Context: an optimization exercise on an open-source flow, tuned for small area and a short achievable clock period. The choices shown serve that exercise and are no tape-out recipe.
Function was checked by simulation only, so behaviour that the tests miss may differ from the original.
No activity file was given, so power comes from the tool's default toggle rates.

== alpha ==
Design alu, start of the top module:
module alu(FPUCLK, RST, A, B, CTRL, OUT);
  input FPUCLK, RST;
  input [31:0] A, B;
  input [2:0] CTRL;
  output [31:0] OUT;
  ...
==> flow/config.mk <==
export PLATFORM = sky130hd
export DESIGN_NAME = alu
export DESIGN_NICKNAME = alu
export VERILOG_FILES = /design/flow/design.v
export SDC_FILE = /design/flow/constraint.sdc
export NUM_CORES = 4
export LEC_CHECK = 0
export CAP_MARGIN = 20
export CELL_PAD_IN_SITES_DETAIL_PLACEMENT = 1
export CORE_MARGIN = 2
export CORE_UTILIZATION = 35
export PLACE_DENSITY = 0.7
export SETUP_SLACK_MARGIN = 3.6
export SLEW_MARGIN = 20
export TNS_END_PERCENT = 5
==> flow/constraint.sdc <==
create_clock -name core_clock -period 7.0 [get_ports {FPUCLK}]
set_input_delay 1.4000 -clock core_clock [delete_from_list [all_inputs] [get_ports {FPUCLK}]]
set_output_delay 1.4000 -clock core_clock [all_outputs]
set_load 0.01 [all_outputs]
standard.sh (not shown) runs the stock make flow with config.mk's settings and CLKGATE_MAP_FILE= SYNTH_SCRIPT=/design/flow/synth_recipe.tcl, a recipe that flattens the netlist after the stock synthesis.
==> flow/flow/run.sh <==
#!/bin/bash
set -euo pipefail
cd "$(dirname "$0")/.."
export BUFFER_PORTS_ARGS="-buffer_cell sky130_fd_sc_hd__buf_2"
export SYNTH_ARGS="-noabc"
bash standard.sh > standard_flow.log 2>&1
alpha | stages: all done | timing, DRC, antenna: all pass
Edits applied to the flow inputs when going from alpha to beta:
Settings: a deleted PLACE_DENSITY that had been 0.7; a change of TNS_END_PERCENT from 5 to 0.
Notes after the runs:
beta vs. alpha: data arrival time of the critical path went down by 240 ps. [diff] setup slack, beta relative to alpha: improvement. | tap cell count | beta vs alpha | ≈ equal |. From alpha to beta the numbers moved as follows: combinational power share fell 0.7 points, routed metal-1 wire length now sits lower. Number of gates given a new drive strength after cts delta for beta relative to alpha: 22 higher. From beta to alpha, number of inverters outside the clock class in the layout did not move at all. Number of clock-tree buffers in the layout (higher): beta. [beta vs alpha] aggregate routed wire length: lower in beta. Looking at via count, beta sits 728 below alpha.
> inputs changed (beta -> gamma)
Settings: changing SETUP_SLACK_MARGIN from 3.6 to 4; changing TNS_END_PERCENT from 0 to 5.
==> flow/flow/run.sh <==
#!/bin/bash
set -euo pipefail
cd "$(dirname "$0")/.."
export BUFFER_PORTS_ARGS="-buffer_cell sky130_fd_sc_hd__buf_2"
bash standard.sh > standard_flow.log 2>&1
Results
gamma vs beta on clock network power: gamma is the higher one. Sequential share of layout area: gamma vs beta down 0.66 points. gamma reached the end of the flow, and the finished layout is clean on the timing, design-rule and antenna checks. | minimum clock period | gamma vs beta | 170 ps higher |. Higher number of cells upsized or downsized after cts among beta and gamma: beta. The minimum setup slack in the final design of gamma falls short of that of beta by 170 ps. gamma vs beta: fraction of power consumed by the clock network up. Changes observed in gamma relative to beta: overall die width went up by 0.30%; fill cell total of the finished layout higher.

---

alu again, from the RTL that the note above started with.
clock: 7.0 ns
lec_check: 0
cap_margin: 20
cell_pad_in_sites_detail_placement: 1
core_margin: 2
core_utilization: 35
setup_slack_margin: 4
slew_margin: 20
tns_end_percent: 20
==> flow/flow/run.sh <==
#!/bin/bash
set -euo pipefail
cd "$(dirname "$0")/.."
export BUFFER_PORTS_ARGS="-buffer_cell sky130_fd_sc_hd__buf_2"
export SYNTH_ARGS="-noabc"
bash standard.sh > standard_flow.log 2>&1
The starting point produced a clean layout.
Edit:
--- a/flow/config.mk
+++ b/flow/config.mk
@@ -12 +12 @@
-export SETUP_SLACK_MARGIN = 4
+export SETUP_SLACK_MARGIN = 3.6
@@ -14 +14 @@
-export TNS_END_PERCENT = 20
+export TNS_END_PERCENT = 5
Routed wire length shrinks by 6.2%.
Core utilization shrinks by 1.5 points.
Clock-buffer cell count shrinks by 1.
Synthesized area is unchanged.
Global-route usage shrinks by 0.75 points.
Via count shrinks by 2.9%.
Cell area shrinks by 3.6%.
Die area does not change.
Edit:
--- a/flow/config.mk
+++ b/flow/config.mk
@@ -14 +14 @@
-export TNS_END_PERCENT = 5
+export TNS_END_PERCENT = 2
=> The new run completed without violations; routed wire length falls by about 0.36%; core utilization went down by 0.18 points; synthesized cell count stays the same; via count hardly moves.
Edit:
--- a/flow/config.mk
+++ b/flow/config.mk
@@ -9 +9 @@
-export CELL_PAD_IN_SITES_DETAIL_PLACEMENT = 1
+export CELL_PAD_IN_SITES_DETAIL_PLACEMENT = 0
@@ -14 +14 @@
-export TNS_END_PERCENT = 2
+export TNS_END_PERCENT = 5
What happened:
- setup slack loses 0.020 ns
- cell count is about the same
- power rises slightly
- non-clock buffer count rises by 5
- core utilization stays flat

---

Setup of main:
alu again, from the RTL that the note above started with.
export LEC_CHECK = 0
export CAP_MARGIN = 20
export CELL_PAD_IN_SITES_DETAIL_PLACEMENT = 1
export CORE_MARGIN = 2
export CORE_UTILIZATION = 35
export CTS_CLUSTER_DIAMETER = 80
export CTS_CLUSTER_SIZE = 30
export SETUP_SLACK_MARGIN = 3.6
export SLEW_MARGIN = 20
export TNS_END_PERCENT = 5
create_clock -name core_clock -period 7.0 [get_ports {FPUCLK}]
Scripts as last shown in full above: flow/flow/run.sh
The final layout from main, which completed every stage, passed the timing, design-rule and antenna checks at the end of the flow.
Here is what was changed in the inputs of the feature branch compared with main.
Settings: CTS_CLUSTER_SIZE: 30 -> unset; CTS_CLUSTER_DIAMETER: 80 -> unset; SETUP_SLACK_MARGIN: 3.6 -> 4.
--- outcome ---
- Highest achievable clock rate: the feature branch better than main
- End-of-flow core utilization: the feature branch and main compared, higher one is the feature branch
- Of the feature branch and main, the lower non-clock buffer count belongs to main.
- The lower total wire length came out of the feature branch.
- Going from main to the feature branch, post-route antenna net violation count now sits at about the same level, number of cells in the finished layout apart from fillers now sits higher, worst clock skew on the final layout now sits lower.
- Of the feature branch and main, the run reporting the lower routed length on met3 was main.

[separate check: timing with driven ports]
No port has a modelled driver above. Below, the same layouts with a new extraction and two added sets of constraints. Step 1, drivers: a clkbuf_16 drives FPUCLK and a buf_2 each remaining input, both assumed. Step 2 times the ports against the registers' clock, not the clock port: input delays grow and output delays shrink by t, the midpoint of the rising clock arrivals with the driver on. a / b / c = ideal ports / drivers / drivers and shift; a / b = the first two.
run	t, ns	slack for setup (ns)	worst register clock-pin slew, ns
alpha	0.625	3.348 / 3.348 / 2.862	0.07 / 0.07
beta	0.618	3.512 / 3.512 / 2.941	0.07 / 0.07
gamma	0.647	3.343 / 3.343 / 2.791	0.07 / 0.07
the first run of note 2	0.621	3.503 / 3.503 / 3.274	0.07 / 0.07
the second run of note 2	0.617	3.541 / 3.541 / 2.983	0.07 / 0.07
the third run of note 2	0.618	3.512 / 3.512 / 2.941	0.07 / 0.07
the fourth run of note 2	0.620	3.492 / 3.492 / 2.968	0.07 / 0.07
main	0.585	3.465 / 3.465 / 2.974	0.11 / 0.11
the feature branch	0.623	3.539 / 3.539 / 2.958	0.07 / 0.07
After both steps setup and hold are still met in every run listed. For the feature branch, which loses most, drivers alone change the setup slack by 0.000 ns; drivers and shift together by -0.581 ns.
